This is an optimization exercise on Yosys and OpenROAD, whose aim is small area, not a production implementation. Function was checked by simulation only, so behaviour that the tests miss may differ from the original. Power figures rest on the tool's default switching activity, not on a simulated workload.

--- flow/config.mk ---
export PLATFORM = sky130hd
export DESIGN_NAME = top
export DESIGN_NICKNAME = top
export VERILOG_FILES = /design/flow/design.v
export SDC_FILE = /design/flow/constraint.sdc
export NUM_CORES = 4
export LEC_CHECK = 0
export CAP_MARGIN = 20
export CORE_MARGIN = 2
export CORE_UTILIZATION = 40
export SLEW_MARGIN = 20
--- flow/design.v ---
module synchroniser (
	input clk,
	input rst,
	input in_data,
	output reg sync_data
);
	reg half_sync_data;
	always @(posedge clk) begin
		if (rst) begin
			half_sync_data <= 1'b0;
			sync_data <= 1'b0;
		end else begin
			half_sync_data <= in_data;
			sync_data <= half_sync_data;
		end
	end
endmodule 
module counter #(parameter n=1)
	(input clk, rst, reset_counter, in, output reg [n-1:0] out);
	always @(posedge clk) begin
		if (rst || reset_counter) out <= 0;
		else if (in) out <= out + 1'b1;
	end
endmodule 
`default_nettype none
module timer #(
	parameter CLK_PERIOD_ns = 20,  
	parameter TIMER_PERIOD_ms = 25,  
	parameter TIMER_PERIOD_us = 25_000,  
	parameter TIMER_PERIOD_ns = 25_000_000,  
	parameter TIMER_PERIOD_TYPE = "ms"
)
(
	input wire clk,
	input wire rst,
	input wire enable,
	input wire resetn,
	input wire sync_resetn,
	input wire start,
	output wire done
);
	localparam TIMER_PERIOD = get_timer_period(TIMER_PERIOD_TYPE);
	localparam MULTIPLIER = get_multiplier(TIMER_PERIOD_TYPE);
	localparam MAX_COUNT = (TIMER_PERIOD * MULTIPLIER / CLK_PERIOD_ns);  
	localparam
	IDLE = 0,
	COUNTING_DOWN = 1,
	STOPPED = 2;
	timer_base #(
		.MAX_COUNT(MAX_COUNT)
	)
	timer_inst (
		.clk(clk),
		.rst(rst),
		.enable(enable),
		.resetn(resetn),
		.sync_resetn(sync_resetn),
		.start(start),
		.done(done)
	);
	function [31:0] get_timer_period(
		input [15:0] type_str
		);
		case (type_str)
			"ms" : get_timer_period = TIMER_PERIOD_ms;
			"us" : get_timer_period = TIMER_PERIOD_us;
			"ns" : get_timer_period = TIMER_PERIOD_ns;
		default : get_timer_period = TIMER_PERIOD_ms;
		endcase
	endfunction
	function [31:0] get_multiplier(
		input [15:0] type_str
	);	
		case (type_str)
			"ms" : get_multiplier = 1_000_000;
			"us" : get_multiplier = 1_000;
			"ns" : get_multiplier = 1;
			default : get_multiplier = 1_000_000;
		endcase
	endfunction
endmodule
module timer_base #(
	parameter MAX_COUNT = 10
)
(
	input  wire clk,
	input  wire rst,
	input  wire enable,
	input  wire resetn,
	input  wire sync_resetn,
	input  wire start,
	output reg done
);
	localparam COUNTER_BITS = $clog2(MAX_COUNT);  
	localparam
		IDLE          = 2'b00,
		COUNTING_DOWN = 2'b01,
		STOPPED       = 2'b10;
	reg [1:0] state;
	reg [COUNTER_BITS : 0 ] count;
	always @(posedge clk) begin
		if (rst) begin
			state <= IDLE;
			count <= MAX_COUNT-1'b1;
		end
		else if (!resetn) begin
			state <= IDLE;
			count <= MAX_COUNT;
		end
		else if (enable) begin
			if (!sync_resetn) begin
				state <= IDLE;
				count <= MAX_COUNT - 1'b1;
			end else begin
				case (state)
					IDLE:
						if (start)
							state <= COUNTING_DOWN;
						else
							state <= IDLE;
					COUNTING_DOWN:
						if (count == 0)
							state <= STOPPED;
						else
							state <= COUNTING_DOWN;
					STOPPED:
						if (start)
							state <= COUNTING_DOWN;
						else
							state <= IDLE;
					default:
						state <= IDLE;
				endcase
				if (state == COUNTING_DOWN)
					count <= count - 1'b1;
				else if (state == STOPPED)
					count <= MAX_COUNT - 2'd2;  
				else
					count <= MAX_COUNT - 1'b1;
			end
		end
	end
	always@(*) done = (state == STOPPED);
endmodule
module debounce #(
	parameter CLK_PERIOD_ns = 20,
	parameter DEBOUNCE_TIME_ns = 30_000_000
)
(
	input wire clk,
	input wire rst,
	input wire enable,
	input wire resetn,
	input wire sig_i,
	output wire sig_o
);
	localparam TIMER_ADJUST = DEBOUNCE_TIME_ns + CLK_PERIOD_ns;  
	localparam ZERO_OFF = 2'b00, ZERO_ON = 2'b10; 
	localparam ONE_OFF = 2'b01, ONE_ON = 2'b11;
	wire sync_i;
	synchroniser sync(.clk(clk), .rst(rst), .in_data(sig_i), .sync_data(sync_i));
	reg [1:0] state;
	reg [1:0] next_state;
	wire timer_resetn;
	wire timer_start;
	wire done;
	always @(*)
		case(state)  
			ZERO_OFF : next_state = done ? ZERO_ON : (sync_i ? ONE_ON : ZERO_OFF);
			ZERO_ON  : next_state = sync_i ? ONE_OFF : ZERO_ON;
			ONE_OFF  : next_state = done ? ONE_ON : (sync_i ? ONE_OFF : ZERO_ON);
			ONE_ON   : next_state = sync_i ? ONE_ON : ZERO_OFF;
			default  : next_state = ZERO_ON;
		endcase
	always @(posedge clk) begin
		if (rst || !resetn) begin
			state <= ZERO_ON;
		end 
		else begin
			if (enable) begin
				state <= next_state;
			end
		end
	end
	assign timer_resetn = !((state == ZERO_ON) || (state == ONE_ON));
	assign timer_start = !done && ((state == ZERO_OFF) || (state == ONE_OFF));
	assign sig_o = (state == ZERO_OFF) || (state == ONE_ON);  
	timer #(
		.CLK_PERIOD_ns(CLK_PERIOD_ns),
		.TIMER_PERIOD_TYPE("ns"),
		.TIMER_PERIOD_ns(TIMER_ADJUST)
	)
	timer_inst (
		.clk(clk),
		.rst(rst),
		.enable(enable),
		.resetn(resetn),
		.sync_resetn(timer_resetn),
		.start(timer_start),
		.done(done)
	);
endmodule 
module falling_edge_detector #(
	parameter DEBOUNCE_TIME_ns = 30_000_000,
	parameter HOLD_TIME_ns = 1_500_000_000
) 
(input clk, rst, in, output out_press, hold_indicator);
	wire deb_in;
	debounce #(.DEBOUNCE_TIME_ns(DEBOUNCE_TIME_ns))
		deb(.clk(clk), .rst(rst), .enable(1'b1), .resetn(1'b1), .sig_i(in), .sig_o(deb_in));
	reg prev_press;  
	always @(posedge clk)
		if (rst) prev_press <= 1'b0;
		else prev_press <= deb_in;
	wire done_hold;
	timer #(
		.TIMER_PERIOD_TYPE("ns"),
		.TIMER_PERIOD_ns(HOLD_TIME_ns)
	)
	timer_hold(
		.clk(clk),
		.rst(rst),
		.enable(1'b1),
		.resetn(1'b1),
		.sync_resetn(deb_in),
		.start(deb_in),
		.done(done_hold)
	);
	reg hold_sig;  
	always @(posedge clk) begin
		if (rst) hold_sig <= 1'b0;
		else begin
		if (done_hold) hold_sig <= done_hold;
		if (out_press) hold_sig <= 1'b0;
		end
	end
	assign hold_indicator = hold_sig;
	assign out_press = (prev_press && !deb_in);
endmodule 
module enable_gen #(
	parameter ENABLE_CNT = 10
)
(
	input wire clk,
	input wire rst,
	input wire reset,
	input wire mode,
	output wire enable_out
);
	localparam size = $clog2(ENABLE_CNT) + 1;  
	wire [size-1:0] num_count;
	wire out_slow = (num_count == ENABLE_CNT);
	wire reset_counter = out_slow || !(reset);
	counter #(.n(size)) count(.clk(clk), .rst(rst), .reset_counter(reset_counter), .in(1'b1), .out(num_count));
	assign enable_out = mode ? 1'b1 : out_slow;
endmodule 
`default_nettype none
module instruction_splitter (
	input  wire [31:0] insruction,
	output wire [2:0]  command_group,
	output wire [2:0]  command,
	output wire        arg_type_1,
	output wire [7:0]  arg_1,
	output wire        arg_type_2,
	output wire [7:0]  arg_2,
	output wire [7:0]  address
);
	assign command_group	= insruction [31:29];
	assign command			= insruction [28:26];
	assign arg_type_1		= insruction    [25];
	assign arg_1			= insruction [24:17];
	assign arg_type_2		= insruction    [16];
	assign arg_2			= insruction  [15:8]; 
	assign address			= insruction   [7:0];
endmodule 
`default_nettype none
module controller (
	input wire [2:0] command_group,
	input wire [2:0] command,
	output reg [3:0] alu_op,
	output reg branch_select,
	output reg write_enable,
	output reg is_atc
);
	always @(*)
		case (command_group)
			3'b000 : begin
				write_enable = 1'b0;
				branch_select = 1'b0;
				is_atc = 1'b0;
				alu_op = 4'b0000;
			end
			3'b011 : begin
				write_enable = 1'b1;
				branch_select = 1'b0;
				is_atc = 1'b0;
				case (command)
					3'b000: alu_op = 4'b0000;
					3'b001: alu_op = 4'b0001;
					3'b010: alu_op = 4'b0010;
					default: alu_op = 4'b0000;
				endcase
			end
			3'b001 : begin
				write_enable = 1'b0;
				branch_select = 1'b1;
				is_atc = 1'b0;
				case (command)
					3'b000: alu_op = 4'b0011;
					3'b010 : alu_op = 4'b0100 ;
					3'b100: alu_op = 4'b0101;
					3'b101: alu_op = 4'b0110;
					3'b110: alu_op = 4'b0111;
					3'b111: alu_op = 4'b1000;
					default: alu_op = 4'b0000;
				endcase
			end
			3'b100 : begin
				write_enable = 1'b1;
				branch_select = 1'b0;
				is_atc = 1'b0;
				case (command)
					3'b000: alu_op = 4'b1001;
					3'b001: alu_op = 4'b1010;
					3'b010: alu_op = 4'b1011;
					3'b011: alu_op = 4'b1100;
					3'b100: alu_op = 4'b1101;
					3'b101 : alu_op = 4'b1110 ;
					3'b110: alu_op = 4'b1111;
					default: alu_op = 4'b0000;
				endcase
			end
			3'b010 : begin
				write_enable = 1'b0;
				branch_select = 1'b0;
				alu_op = 4'b0000;
				is_atc = 1'b1;
			end
			default: begin
				write_enable = 1'b0;
				branch_select = 1'b0;
				is_atc = 1'b0;
				alu_op = 4'b0000;
			end
		endcase
endmodule 
`default_nettype none
module alu (
	input wire [7:0] operand_a,
	input wire [7:0] operand_b,
	input wire [3:0] alu_op,
	output reg [7:0] result,
	output reg arithmetic_overflow,
	output reg shift_overflow
);
	wire [8:0] shift_left = {operand_a, 1'b0};
	wire [8:0] shift_right = {1'b0, operand_a};
	wire [8:0] unsigned_add = operand_a + operand_b;
	wire signed [8:0] signed_add = $signed(operand_a) + $signed(operand_b);
	wire [15:0] unsigned_mul = operand_a * operand_b;
	wire signed [15:0] signed_mul = $signed(operand_a) * $signed(operand_b);	
	always @(*)
		case (alu_op)
			4'b0000 : result = operand_a; 										  	 
			4'b0001 : result = shift_left[7:0]; 								  	 
			4'b0010 : result = shift_right[8:1]; 								  	 
			4'b0011	: result = 1'd1; 												  	 
			4'b0100 	: result = operand_a == operand_b; 						  	 
			4'b0101	: result = operand_a <  operand_b; 						  	 
			4'b0110	: result = $signed(operand_a) <  $signed(operand_b); 	 
			4'b0111	: result = operand_a <=  operand_b; 					  	 
			4'b1000	: result = $signed(operand_a) <= $signed(operand_b);	 
			4'b1001 : result = unsigned_add[7:0]; 								 
			4'b1010 : result = signed_add[7:0]; 									 
			4'b1011 : result = unsigned_mul[7:0]; 								 
			4'b1100 : result = signed_mul[7:0];  									 
			4'b1101 : result = operand_a & operand_b;							 
			4'b1110  : result = operand_a | operand_b; 							 
			4'b1111 : result = operand_a ^ operand_b; 							 
			default  : result = operand_a; 											 
		endcase
	always @(*) begin
		case (alu_op)
			4'b0001 : shift_overflow = shift_left[8];
			4'b0010 : shift_overflow = shift_right[0];
			default  : shift_overflow = 1'b0;
		endcase
	end
	always @(*) begin
		case (alu_op)
			4'b1001 : arithmetic_overflow = unsigned_add > 255;
			4'b1010 : arithmetic_overflow = signed_add > 127 || signed_add < -128;
			4'b1011 : arithmetic_overflow = unsigned_mul > 255;
			4'b1100 : arithmetic_overflow = signed_mul > 127 || signed_mul < -128;
			default  : arithmetic_overflow = 1'b0;
		endcase
	end
endmodule
`default_nettype none
module register_file (
	input wire clk,
	input wire rst,
	input wire enable,
	input wire resetn,
	input wire non_signed,
	input  wire [4:0] a_addr,
	output wire [7:0] a_data_out,
	input  wire [4:0] b_addr,
	input  wire [7:0] b_data_in,
	input  wire       b_wr_enable,
	output wire [7:0] b_data_out,
	input  wire [7:0] flag_inputs,
	input  wire is_atc,
	input  wire [2:0] atc_bit,
	output wire atc_out,
	input  wire [7:0] reg_din,
	output wire [7:0] reg_gout,
	output wire [7:0] reg_dout,
	output wire [7:0] reg_flag
);
	reg [7:0] reg_arr [0:31];
	assign a_data_out = reg_arr[a_addr];
	assign b_data_out = reg_arr[b_addr];
	assign atc_out = is_atc ? reg_arr[8'd31][atc_bit] : 1'b0;
	always @(posedge clk) begin : write_block
		integer i;
		if (rst || !resetn)
			for (i = 0; i < 32; i = i + 1)
				reg_arr[i] <= 0;
		else begin
			if (enable && b_wr_enable)
				reg_arr[b_addr] <= b_data_in;
			if (enable && is_atc)
				reg_arr[8'd31][atc_bit] <= 1'b0;
			for (i = 0; i < 7; i = i + 1)
				if (flag_inputs[i])
					reg_arr[8'd31][i] <= 1'b1;
			reg_arr[8'd28] <= reg_din;
			if (reg_arr[8'd29][7])
				reg_arr[8'd29][5] <= non_signed;
			if 		(reg_arr[8'd5] != 8'b1111_1111) reg_arr[8'd5] <= reg_arr[8'd5] + 1'b1;
			else if 	(reg_arr[8'd5] == 8'b1111_1111)	reg_arr[8'd5] <= 8'b0;
		end
	end
	assign reg_gout = reg_arr[8'd29];
	assign reg_dout = reg_arr[8'd30];
	assign reg_flag = reg_arr[8'd31];
endmodule
`default_nettype none
module instruction_pointer (
	input wire clk, rst, resetn, enable, 
	input wire alu_result, branch_select, atc_out,
	input wire non_signed,
	input wire dval,
	input wire [3:0] gpi,
	input wire 		  gpi_hold,
	input wire [7:0] address,
	output reg [7:0] instruction_pointer
);
	always @(posedge clk)
		if (rst || !resetn)
			instruction_pointer <= 8'd0;
		else if (enable && alu_result && branch_select)
			instruction_pointer <= address;
		else if (enable && atc_out)
			instruction_pointer <= address;
		else if (dval && gpi_hold)
			instruction_pointer <= 8'd90;
		else if (enable)
			instruction_pointer <= instruction_pointer + 1'b1;
		else
			instruction_pointer <= instruction_pointer;
endmodule 
`default_nettype none
module cpu (
	input wire clk,
	input wire rst,
	input wire enable,
	input wire resetn,
	input  wire [31:0] instruction,
	output wire [7:0] instruction_pointer,
	input wire [7:0] din,
	input wire [3:0] gpi,
	input wire 		  gpi_hold,
	output wire [7:0] reg_dout,
	output wire [7:0] reg_gout,
	output wire [7:0] reg_flag,
	output reg  		non_signed
);
	wire [2:0] command_group;
	wire [2:0] command;
	wire       arg_type_1;
	wire [7:0] arg_1;
	wire       arg_type_2;
	wire [7:0] arg_2;
	wire [7:0] address;
	instruction_splitter split(
		.insruction(instruction),
		.command_group(command_group),
		.command(command),
		.arg_type_1(arg_type_1),
		.arg_1(arg_1),
		.arg_type_2(arg_type_2),
		.arg_2(arg_2),
		.address(address)
	);
	wire [3:0] alu_op;
	wire branch_select;
	wire write_enable;
	wire is_atc;
	wire write_reg_enable = write_enable && (arg_type_2 == 1'b1);
	wire atc_out;
	wire [7:0] a_data_out;
	wire [7:0] b_data_out;	
	wire [7:0] operand_a = (arg_type_1 == 1'b1) ? a_data_out : arg_1;
	wire [7:0] operand_b = (arg_type_2 == 1'b1) ? b_data_out : arg_2;
	wire [7:0] alu_result;
	wire shift_overflow;
	wire arithmetic_overflow;	
	reg [7:0] flag_inputs;
	always @(*)
		flag_inputs = {2'b0, (shift_overflow), (arithmetic_overflow), gpi};
	always @(posedge clk) 
		if (rst || !resetn) non_signed <= 1'b0;
		else if (gpi_hold && gpi[1])
			non_signed <= !non_signed;
	controller control(
		.command_group(command_group),
		.command(command),
		.alu_op(alu_op),
		.branch_select(branch_select),
		.write_enable(write_enable),
		.is_atc(is_atc)
	);
	alu logic_calc(
		.operand_a(operand_a),
		.operand_b(operand_b),
		.alu_op(alu_op),
		.result(alu_result),
		.shift_overflow(shift_overflow),
		.arithmetic_overflow(arithmetic_overflow)
	);
	register_file register(
		.clk(clk), .rst(rst), .enable(enable), .resetn(resetn), 
		.non_signed(non_signed),
		.a_addr(arg_1), 
		.a_data_out(a_data_out),
		.b_addr(arg_2),
		.b_data_in(alu_result),
		.b_wr_enable(write_reg_enable),
		.b_data_out(b_data_out),
		.flag_inputs(flag_inputs),
		.is_atc(is_atc),
		.atc_bit(command),
		.atc_out(atc_out),
		.reg_din(din),
		.reg_gout(reg_gout),
		.reg_dout(reg_dout),
		.reg_flag(reg_flag)
	);
	instruction_pointer instruct(
		.clk(clk), .rst(rst), .enable(enable), .resetn(resetn), 
		.alu_result(alu_result), 
		.branch_select(branch_select), 
		.atc_out(atc_out),
		.non_signed(non_signed),
		.dval(reg_gout[7]),
		.gpi(gpi),
		.gpi_hold(gpi_hold),
		.address(address),
		.instruction_pointer(instruction_pointer)
	);
endmodule 
`default_nettype none
module instruction_memory (
	input wire [7:0] 	address,
	input 				non_signed,
	output reg [31:0] instruction
);
	always @(*)
		case (address)
			0  : instruction = set(8'd29, 0);
			1  : instruction = set(8'd4, 0);
			2  : instruction = set(8'd31, 0);
			3  : instruction = set(8'd30, 0);
			4  : instruction = set(8'd28, 0);
			5  : instruction = jmp(8'd6);
			6  : instruction = set(8'd29, 128);
			7  : instruction = acc(3'b000, 1'b1, 8'd4, 8'd29);
			8  : instruction = 32'd0;  
			9  : instruction = jmp(8'd84);
			10 : instruction = set(8'd29, 0);
			11 : instruction = mov(3'b000, 1'b1, 8'd28, 8'd30);
			12 : instruction = mov(3'b000, 1'b1, 8'd2, 8'd3);
			13 : instruction = mov(3'b000, 1'b1, 8'd1, 8'd2);
			14 : instruction = mov(3'b000, 1'b1, 8'd0, 8'd1);
			15 : instruction = mov(3'b000, 1'b1, 8'd30, 8'd0);
			16 : instruction = atc(3'd5, 8'd17);
			17 : instruction = {3'b001, 3'b010, 1'b1, 8'd4, 1'b0, 8'd8, 8'd23};
			18 : instruction = {3'b001, 3'b010, 1'b1, 8'd4, 1'b0, 8'd0, 8'd21};
			19 : instruction = mov(3'b001, 1'b1, 8'd4, 8'd4);
			20 : instruction = jmp(8'd6);
			21 : instruction = set(8'd4, 8'b0000_0001);
			22 : instruction = jmp(8'd6);
			23 : instruction = acc(3'b000, 1'b0, 8'b0010_0000, 8'd31);
			24 : instruction = jmp(8'd6);
			25 : instruction = set(8'd29, 0);
			26 : instruction = atc(3'd5, 8'd27);
			27 : instruction = mov(3'b000, 1'b1,  8'd1, 8'd0);
			28 : instruction = mov(3'b000, 1'b1,  8'd2, 8'd1);
			29 : instruction = mov(3'b000, 1'b1,  8'd3, 8'd2);
			30 : instruction = mov(3'b000, 1'b1,  8'd0, 8'd30);
			31 : instruction = mov(3'b010, 1'b1, 8'd4, 8'd4);
			32 : instruction = {3'b001, 3'b010, 1'b1, 8'd4, 1'b0, 8'd0, 8'd34};
			33 : instruction = jmp(8'd6);
			34 : instruction = set(8'd30, 0);
			35 : instruction = jmp(8'd6);
			36 : instruction = set(8'd29, 0);
			37 : instruction = {3'b001, 3'b110, 1'b1, 8'd4, 1'b0, 8'd1, 8'd6};
			38 : instruction = set(8'd31, 0);
			39 : instruction = acc(3'b001, 1'b1, 8'd0, 8'd1);
			40 : instruction = jmp(8'd27);
			41 : instruction = set(8'd29, 0);
			42 : instruction = set(8'd31, 0);
			43 : instruction = {3'b001, 3'b110, 1'b1, 8'd4, 1'b0, 8'd1, 8'd46};
			44 : instruction = acc(3'b011, 1'b1, 8'd0, 8'd1);
			45 : instruction = jmp(8'd27);
			46 : instruction = set(8'd0, 0);
			47 : instruction = set(8'd30, 0);
			48 : instruction = jmp(8'd6);
			49 : instruction = set(8'd29, 0);
			50 : instruction = {3'b001, 3'b110, 1'b1, 8'd4, 1'b0, 8'd1, 8'd6};
			51 : instruction = set(8'd31, 0);
			52 : instruction = acc(3'b000, 1'b1, 8'd0, 8'd1);
			53 : instruction = jmp(8'd27);
			54 : instruction = set(8'd29, 0);
			55 : instruction = set(8'd31, 0);
			56 : instruction = {3'b001, 3'b110, 1'b1, 8'd4, 1'b0, 8'd1, 8'd59};
			57 : instruction = acc(3'b010, 1'b1, 8'd0, 8'd1);
			58 : instruction = jmp(8'd27);
			59 : instruction = set(8'd0, 0);
			60 : instruction = set(8'd30, 0);
			61 : instruction = jmp(8'd6);
			62 : instruction = set(8'd29, 0);
			63 : instruction = mov(3'b000, 1'b1, 8'd5, 8'd30);
			64 : instruction = jmp(8'd10 + 8'd2);
			65 : instruction = set(8'd29, 0);
			66 : instruction = {3'b001, 3'b110, 1'b1, 8'd4, 1'b0, 8'd1, 8'd6};
			67 : instruction = mov(3'b000, 1'b1, 8'd0, 8'd30);
			68 : instruction = mov(3'b000, 1'b1, 8'd1, 8'd0);
			69 : instruction = mov(3'b000, 1'b1, 8'd2, 8'd1);
			70 : instruction = mov(3'b000, 1'b1, 8'd3, 8'd2);
			71 : instruction = {3'b001, 3'b010, 1'b0, 8'b0000_0100, 1'b1, 8'd4, 8'd75};
			72 : instruction = {3'b001, 3'b010, 1'b0, 8'b0000_1000, 1'b1, 8'd4, 8'd77};
			73 : instruction = mov(3'b000, 1'b1, 8'd30, 8'd1);
			74 : instruction = jmp(8'd78);
			75 : instruction = mov(3'b000, 1'b1, 8'd30, 8'd2);
			76 : instruction = jmp(8'd78);
			77 : instruction = mov(3'b000, 1'b1, 8'd30, 8'd3);
			78 : instruction = mov(3'b000, 1'b1, 8'd0, 8'd30);
			79 : instruction = atc(3'd5, 8'd80);
			80 : instruction = jmp(8'd6);
			81 : instruction = set(8'd29, 0);
			82 : instruction = set(8'd31, 0);
			83 : instruction = jmp(8'd6);
			84 : instruction = 32'd0;
			85 : instruction = atc(3'd3, 8'd10);
			86 : instruction = atc(3'd2, 8'd25 );
			87 : 	if (!non_signed)		instruction = atc(3'd1, 8'd36);
					else					instruction = atc(3'd1, 8'd49);
			88 : 	if (!non_signed)		instruction = atc(3'd0, 8'd41);
					else					instruction = atc(3'd0, 8'd54);
			89 : instruction = jmp(8'd84);
			90 : instruction = 32'd0;
			91 : instruction = atc(3'd3, 8'd62);
			92 : instruction = atc(3'd2, 8'd65);
			93 : instruction = atc(3'd1, 8'd84);
			94 : instruction = atc(3'd0, 8'd81);
			95 : instruction = jmp(8'd90);
			default : instruction = jmp(8'd6);
		endcase
		function [31:0] mov;
			input [2:0] op;
			input arg1_type;
			input [7:0] arg1;
			input [7:0] reg_num;
			mov = {3'b011, op, arg1_type, arg1, 1'b1, reg_num, 8'd0};
		endfunction
		function [31:0] set;
			input [7:0] reg_num;
			input [7:0] value;
			set = {3'b011, 3'b000, 1'b0, value, 1'b1, reg_num, 8'd0};
		endfunction
		function [31:0] jmp;
			input [7:0] addr;
			jmp = {3'b001, 3'b000, 9'd0, 9'd0, addr};
		endfunction
		function [31:0] atc;
			input [2:0] atc_bit;
			input [7:0] addr;
			atc = {3'b010, atc_bit, 9'd0, 9'd0, addr};
		endfunction
		function [31:0] acc;
			input [2:0] op;
			input num_type;
			input [7:0] num;
			input [7:0] reg_num;
			acc = {3'b100, op, num_type, num, 1'b1, reg_num, 8'd0};
		endfunction
endmodule 
`default_nettype none
module soc #(
	parameter DEBOUNCE_TIME_ns = 30_000_000,  
	parameter HOLD_TIME_ns = 1_500_000_000,
	parameter ENABLE_CNT = 2**23
)
(
    input   wire        clk,
    input   wire        rst,
    input   wire        resetn,  
    input   wire        turbo_mode,
    input   wire [3:0]  gpi,
    output  wire [5:0]  gpo,
    input   wire [7:0]  din,
    output  wire [7:0]  dout,
    output  wire        dval, 
    output  wire [3:0]  debug,
    output  wire [7:0]  ip,
	 output  wire        non_signed
);
	wire [31:0] instruction;
	wire [7:0] gout;
	wire [7:0] flag;
	wire [7:0] dsync;
	genvar i_SW;
	generate
		for (i_SW=0; i_SW<8; i_SW=i_SW+1) begin:SW_loop
			synchroniser sync_SW(.clk(clk), .rst(rst), .in_data(din[i_SW]), .sync_data(dsync[i_SW]));
		end
	endgenerate
	wire deb_resetn;
	debounce #(.DEBOUNCE_TIME_ns(DEBOUNCE_TIME_ns)) 
		deb_reset(.clk(clk), .rst(rst), .enable(1'b1), .resetn(1'b1), .sig_i(resetn), .sig_o(deb_resetn));
	wire deb_turbo_mode;
	debounce #(.DEBOUNCE_TIME_ns(DEBOUNCE_TIME_ns)) 
		deb_turb(.clk(clk), .rst(rst), .enable(1'b1), .resetn(deb_resetn), .sig_i(turbo_mode), .sig_o(deb_turbo_mode));
	wire [3:0] gpi_sync;
	wire [3:0] gpi_fall;
	wire [3:0] hold_indicator;
	wire		  gpi_hold = (hold_indicator != 4'd0);
	genvar i_KEY;
	generate
		for (i_KEY=0; i_KEY<4; i_KEY=i_KEY+1) begin:KEY_loop
			synchroniser sync_KEY(.clk(clk), .rst(rst), .in_data(gpi[i_KEY]), .sync_data(gpi_sync[i_KEY]));
			falling_edge_detector #(.DEBOUNCE_TIME_ns(DEBOUNCE_TIME_ns), .HOLD_TIME_ns(HOLD_TIME_ns))
				fall(.clk(clk), .rst(rst), 
					.in(gpi_sync[i_KEY]), 
					.out_press(gpi_fall[i_KEY]), 
					.hold_indicator(hold_indicator[i_KEY])
				);
		end
	endgenerate
	wire enabler;
	enable_gen #(ENABLE_CNT) 
	enable(.clk(clk), .rst(rst), .reset(deb_resetn), .mode(deb_turbo_mode), .enable_out(enabler));	
	reg [7:0] din_reg;
	always @(posedge clk)
		if (rst || !deb_resetn)
			din_reg <= 8'd0;
		else if (gpi_fall[3] && gout[7])
			din_reg <= dsync;
	instruction_memory rom (
		.address(ip), 
		.instruction(instruction),
		.non_signed(non_signed)
	);
	cpu core (
		.clk(clk),
		.rst(rst),
		.enable(enabler),
		.resetn(deb_resetn),
		.instruction(instruction),
		.din(din_reg),
		.gpi(gpi_fall),
		.gpi_hold(gpi_hold),
		.reg_flag(flag),
		.instruction_pointer(ip),
		.reg_dout(dout),
		.reg_gout(gout),
		.non_signed(non_signed)
	);
	assign dval = gout[7];
	assign debug[3] = enabler;
	assign debug[2] = flag[3'd5];
	assign debug[1] = flag[3'd4];
	assign debug[0] = gpi_hold;
	assign gpo[5:0] = gout[5:0];
endmodule 
`default_nettype none
module SSeg
(
	input  wire	[3:0] 	bin, 
	input  wire				neg, 
	input  wire			enable, 
	output reg	[6:0] 	segs
);
	always @(*)
		if (enable) begin
			if (neg) segs = 7'b011_1111;
			else begin
				case (bin)
					4'd0	: segs = 7'b100_0000;
					4'd1	: segs = 7'b111_1001;
					4'd2	: segs = 7'b010_0100;
					4'd3	: segs = 7'b011_0000;
					4'd4	: segs = 7'b001_1001;
					4'd5	: segs = 7'b001_0010;
					4'd6	: segs = 7'b000_0010;
					4'd7	: segs = 7'b111_1000;
					4'd8	: segs = 7'b000_0000;
					4'd9	: segs = 7'b001_1000;
					4'd10	: segs = 7'b000_1000;
					4'd11	: segs = 7'b000_0011;
					4'd12	: segs = 7'b100_0110;
					4'd13	: segs = 7'b010_0001;
					4'd14	: segs = 7'b000_0110;
					4'd15	: segs = 7'b000_1110;
				endcase
			end
		end
		else segs = 7'b111_1111;
endmodule 
module snum_to_sseg
(
	input [7:0] x, 
	input neg, enable_in, 
	output reg [7:0] xo, 
	output eno, 
	output [6:0] segs
);
	wire [3:0] digit = x % 4'd10;
	wire n_sign = neg && !x;
	assign eno = !((!neg && x<10) || (neg && n_sign)) && enable_in;  
	always @(*)
		xo = x / 4'd10;
	SSeg converter(.bin(digit), .neg(n_sign), .enable(enable_in), .segs(segs));
endmodule 
module disp_decimal (
	input signed [7:0] value,
	input enable,
	input non_signed,
	output [6:0] disp_dec0,
	output [6:0] disp_dec1,
	output [6:0] disp_dec2,
	output [6:0] disp_dec3
);
	wire [7:0] x_val = non_signed ? value : $signed(value);
	wire neg = x_val[7] && !non_signed;
	wire [7:0] x0 = neg ? -x_val : x_val;
	wire [7:0] x1, x2, x3;  
	wire en1, en2, en3;  
	snum_to_sseg digit0 (
		.x(x0),
		.neg(neg), .enable_in(enable),
		.xo(x1),
		.eno(en1),
		.segs(disp_dec0)
	);
	snum_to_sseg digit1 (
		.x(x1),
		.neg(neg), .enable_in(en1),
		.xo(x2),
		.eno(en2),
		.segs(disp_dec1)
	);
	snum_to_sseg digit2 (
		.x(x2),
		.neg(neg), .enable_in(en2),
		.xo(x3),
		.eno(en3),
		.segs(disp_dec2)
	);
	snum_to_sseg digit3 (
		.x(x3),
		.neg(neg), .enable_in(en3),
		.xo(),
		.eno(),
		.segs(disp_dec3)
	);
endmodule 
module disp_hex
(
	input wire [7:0] instruct_pointer,
	output wire [6:0] disp_hex0,
	output wire [6:0] disp_hex1
);
	SSeg hex_dig0(.bin(instruct_pointer[3:0]), .neg(1'b0), .enable(1'b1), .segs(disp_hex0));
	SSeg hex_dig1(.bin(instruct_pointer[7:4]), .neg(1'b0), .enable(1'b1), .segs(disp_hex1));
endmodule 
`default_nettype none
module top (
	input	wire		CLOCK_50,
	input	wire		rst,
    input 	wire [9:0] 	SW,         
    input 	wire [3:0] 	KEY,        
    output 	wire [9:0] 	LEDR,      
    output 	wire [6:0] 	HEX0,      
    output 	wire [6:0] 	HEX1,
    output 	wire [6:0] 	HEX2,
    output 	wire [6:0] 	HEX3,
    output 	wire [6:0] 	HEX4,
    output 	wire [6:0] 	HEX5
);
	wire [7:0] soc_d_out;
	wire 		  soc_d_val;
	wire [7:0] soc_ip;
	wire 		  non_signed;
	soc #(
		.DEBOUNCE_TIME_ns(1280),
		.HOLD_TIME_ns(20480),
		.ENABLE_CNT(32)
	) system_on_chip (
		.clk(CLOCK_50), 
		.rst(rst),
		.resetn(~SW[9]), 
		.turbo_mode(SW[8]), 
		.gpi(~KEY[3:0]), 
		.gpo(LEDR[5:0]), 
		.din(SW[7:0]), 
		.debug(LEDR[9:6]),
		.dout(soc_d_out),
		.dval(soc_d_val),
		.ip(soc_ip),
		.non_signed(non_signed)
	);
	disp_decimal dec (
		.value(soc_d_out),
		.enable(soc_d_val),
		.non_signed(non_signed),
		.disp_dec0(HEX0),
		.disp_dec1(HEX1),
		.disp_dec2(HEX2),
		.disp_dec3(HEX3)
	);
	disp_hex hex (
		.instruct_pointer(soc_ip),
		.disp_hex0(HEX4),
		.disp_hex1(HEX5)
	);
endmodule 
--- flow/run.sh ---
#!/bin/bash
# synth_recipe.tcl (not shown) runs the flow's synth.tcl, then flattens the netlist and writes it again
# the make line also repeats each setting of config.mk as NAME=value (left out here)
make -C /OpenROAD-flow-scripts/flow DESIGN_CONFIG=/design/flow/config.mk WORK_HOME=/design/flow/orfs CLKGATE_MAP_FILE= SYNTH_SCRIPT=/design/flow/synth_recipe.tcl finish
--- flow/constraint.sdc ---
create_clock -name core_clock -period 12.0 [get_ports {CLOCK_50}]
set_input_delay 2.4000 -clock core_clock [delete_from_list [all_inputs] [get_ports {CLOCK_50}]]
set_output_delay 2.4000 -clock core_clock [all_outputs]
set_load 0.01 [all_outputs]
==> summary.txt <==
* Fin cells at around 4400
* HP Class: reg2reg
* Final net count at between 3000 and 4000
* Slew headroom at a little over an eighth
* DRT Pass-1 Iters at 8
* Worst R2R Setup Slack at 1.35 ns
* Worst vdd ir at around 0.00011 V
* Post-Place Cells at between 4000 and 5000
* Final Hold Fails at 0
* Asr flop ratio synth at 0%
* Status: complete, no violations
* GRT Total Usage at about 22%
* Total gr overflow at 0
* CTS Buffer Depth at 3
* Yosys top cell by area: edfxtp_1
* Core Region at ~70000 um^2
* Vias in the first global route at 23039
* Share of the synthesized area in the top cell type at about a fifth
* Setup violations, final at 0
* Prevailing post-synth register cell: dfxtp_1
* WP data required at 9.60 ns
* Die Area at just over 70000 um^2
* Initial Util at between 40% and 50%
* Fin Setup TNS at 0 ns
* Largest regs: system_on_chip.core.register.reg_arr x186, system_on_chip.KEY_loop.fall.timer_hold.timer_inst.count x44, system_on_chip.KEY_loop.fall.deb.timer_inst.timer_inst.count x32
* DP HPWL at 57.8 mm
* Setup crit end kind: output pin
* Reg2Reg Depth at 35
* Kind of critical path: reg2out
* Seq/Total Area, Yosys at around a third
* Max_cap viols at 0
* Initial antenna violation count at 2
* P_leak at around 13 nW
* Fmax at about 90 MHz
* Largest cells by area after synthesis: edfxtp_1 19%, dfxtp_1 15%, nand2_1 7.6%
* Die H at approximately 270 um
* Antenna Violating Nets Remaining at 0
* GP Congestion at between 0.9 and 1
* Die W at roughly 270 um
* # hold bufs at CTS at 0
* Proportion of layout cells with a drive suffix above 1 at 5.60%
* Max Slew Vio Count at 0
* Post_cts resized at 0
* Cts bufs inserted at 44
* Clock Sinks at approximately 400
* Reg2Reg Capture Point: system_on_chip.core.register.reg_arr[31][4]
* Mapped Area at roughly 28000 um^2
* First-pass GRT wire length at ~130 mm
* Synth Register Bits at roughly 390
* Most flops, register: system_on_chip.core.register.reg_arr
* Fin Clk Skew at between 0.02 and 0.03 ns
* Warnings from Yosys at 18
* Number of port buffers at 61
* Wire length per cell at between 15 and 20 um
* Register area at roughly 9600 um^2
* Area growth syn-to-layout at 10.9%
* Crit path time final at about 11 ns
* Setup Fix Bufs, Post-CTS at 0
* Later-pin clock latency in the skew report at ~0.59 ns
* CTS clock-pin slew for the worst setup and hold paths at 0.06 ns
* Worst Path Arrival at around 8.4 ns
* Tcrit/Tclk final at roughly nine tenths
* Routed via count at 24020
* Least-Margin Pin Slew at between 1 and 1.5 ns
* DR vias/cell at roughly 5.5
* Root Driver: clkbuf_16
* H-tree depth at 2
* Final WS setup at about 1.2 ns
* Area of the multi-input gates at around 17000 um^2
* Number of library cell types mapped by synthesis at about 110
* Unrepaired setup endpoints after global routing: no
* DRC errors left at 0
* CTS tree: yes
* Crit Path Max Fanout at 12
* Syn Inst Count at roughly 3400
* Power density over the cells at around 110 nW/um^2
* Hold Startpoint: system_on_chip.KEY_loop[1].sync_KEY.sync_data
* Max reg flops at roughly 190
* EDFF count, synth at about 180
* Commonest cells post-synth: 565 x nand2_1, 324 x inv_1, 293 x nor2_1
* Row count at 97
* Most frequent cell after synthesis: nand2_1
* DP Worst Slack at 1.48 ns
* N_diodes at 0
* Startpoint Class: register
* I/O pin count at around 70
* Filler cell count at roughly 7000
* Syn avg cell area at 8.31 um^2
* Largest net degree at the start of global routing at just under 80
* Hold Path Stages at 1
* DRT iter0 DRCs at ~2000
* Final WL at roughly 80 mm
stage by stage:
stage               power (mW)  utilization, %  area [um^2]  hold WS, ns
global route              3.61            44.6        31100        0.450
floorplan                 1.98               -        28400        0.413
finish                    3.44            44.6        31100        0.434
global placement          2.13            42.6        29700        0.416
CTS                       3.48            44.6        31100        0.435
detailed placement        2.13            42.6        29700        0.425
area by class of cell:
class / count / area share (%)
clock buffers: 63 / 4.04
clock inverters: 16 / 0.547
inverters: 328 / 3.96
flip-flops and latches: 391 / 30.9
well taps: 940 / 3.78
repair buffers: 116 / 3.36
multi-input cells: 2534 / 53.4
critical path, cell delays in order, from the launching register on:
cell and delay [ns]:
edfxtp_1 0.55, inv_1 0.25, ha_1 0.30, nor3b_2 0.54, a21oi_1 0.16, xnor2_1 0.37, inv_1 0.17, ha_1 0.43
nand2_1 0.07, a2bb2oi_1 0.62, a211oi_1 0.13, nor2b_1 0.58, xnor2_1 0.26, ha_1 0.29, a31oi_2 0.41, xnor2_1 0.31
nand2_1 0.13, a21boi_2 0.48, xor2_1 0.34, ha_1 0.36, mux2_2 0.25, o221ai_1 0.11, o21ai_1 0.18, clkdlybuf4s50_1 0.56
placed cells by master (no fill, tap or decap), drive strengths merged, types with 29 or more instances in the layout:
| cell | instances |
|---|---|
| a21oi | 131 |
| a311oi | 45 |
| a31oi | 30 |
| and2 | 29 |
| and3 | 54 |
| buf | 56 |
| clkbuf | 63 |
| clkdlybuf4s50 | 60 |
| conb | 96 |
| dfxtp | 213 |
| edfxtp | 178 |
| fa | 87 |
| ha | 163 |
| inv | 329 |
| mux2i | 35 |
| nand2 | 566 |
| nand2b | 32 |
| nand3 | 134 |
| nor2 | 293 |
| nor2b | 65 |
| nor3 | 62 |
| nor4 | 45 |
| o21ai | 133 |
| o22ai | 40 |
| xnor2 | 69 |
| xor2 | 39 |
power by group:
part           total, mW  internal [mW]  leakage (nW)  switching (mW)
clock network       1.33          0.774         0.693           0.558
registers           1.52           1.47          3.70          0.0499
logic              0.591          0.226          8.14           0.365
total               3.44           2.47          12.5           0.973
logic make-up (layout without fill, tap and decap cells):
kind of cell             Yosys count  count (layout)  share of synthesized area [%]
AND/OR/NAND/NOR                 1422            1422                           24.2
AO/OA/AOI/OAI                    612             612                           14.9
buffers and inverters            540             523                           7.96
flip-flops                       391             391                           34.3
adder cells (fa/ha/maj)          250             250                           13.5
XOR/XNOR                         108             108                           3.40
multiplexers                      46              46                           1.75
other                              2              96                         0.0268
metal layers:
layer / wire [um] / vias up / global-route usage, %
li1: - / 11610 / -
met1: 35000 / 11331 / 30.1
met2: 35800 / 885 / 35.7
met3: 5540 / 192 / 2.76
met4: 3130 / 2 / 8.47
met5: 20 / - / 0
worst max-delay path by stage:
stage | slack (ns) | to | start
final | 1.18 | HEX0[3] | system_on_chip.core.register.reg_arr[30][0]
after global routing | 0.23 | HEX0[3] | system_on_chip.core.register.reg_arr[30][0]
after CTS | 1.15 | HEX0[3] | system_on_chip.core.register.reg_arr[30][0]
after detailed placement | 1.48 | system_on_chip.core.register.reg_arr[31][4] | register
after global placement | 1.70 | system_on_chip.core.register.reg_arr[31][4] | register
after floorplan | 2.90 | system_on_chip.core.register.reg_arr[31][4] | register

[re-timing with driven ports]
In the flow no input, the clock included, has a driving cell. The finished layout below was timed again as built, in two steps. Step 1, drivers: a clkbuf_16 drives CLOCK_50 and a buf_2 each remaining input, both assumed. Step 2 moves the port delays by t, midway between the first and last clock arrival at a register: inputs arrive t later, outputs are due t later. That takes back most of the time a late clock gives input paths. Three values: ideal ports, drivers, drivers and shift; two values: the first two.
t, ns: 0.629
setup slack, ns: 1.176 / 1.119 / 1.345
hold slack, ns: 0.434 / 0.434 / 0.434
clock arrival spread, ns: 0.028 / 0.028
After both steps setup and hold are still met in this run. For this run, drivers alone change the setup slack by -0.057 ns; drivers and shift together by +0.169 ns.
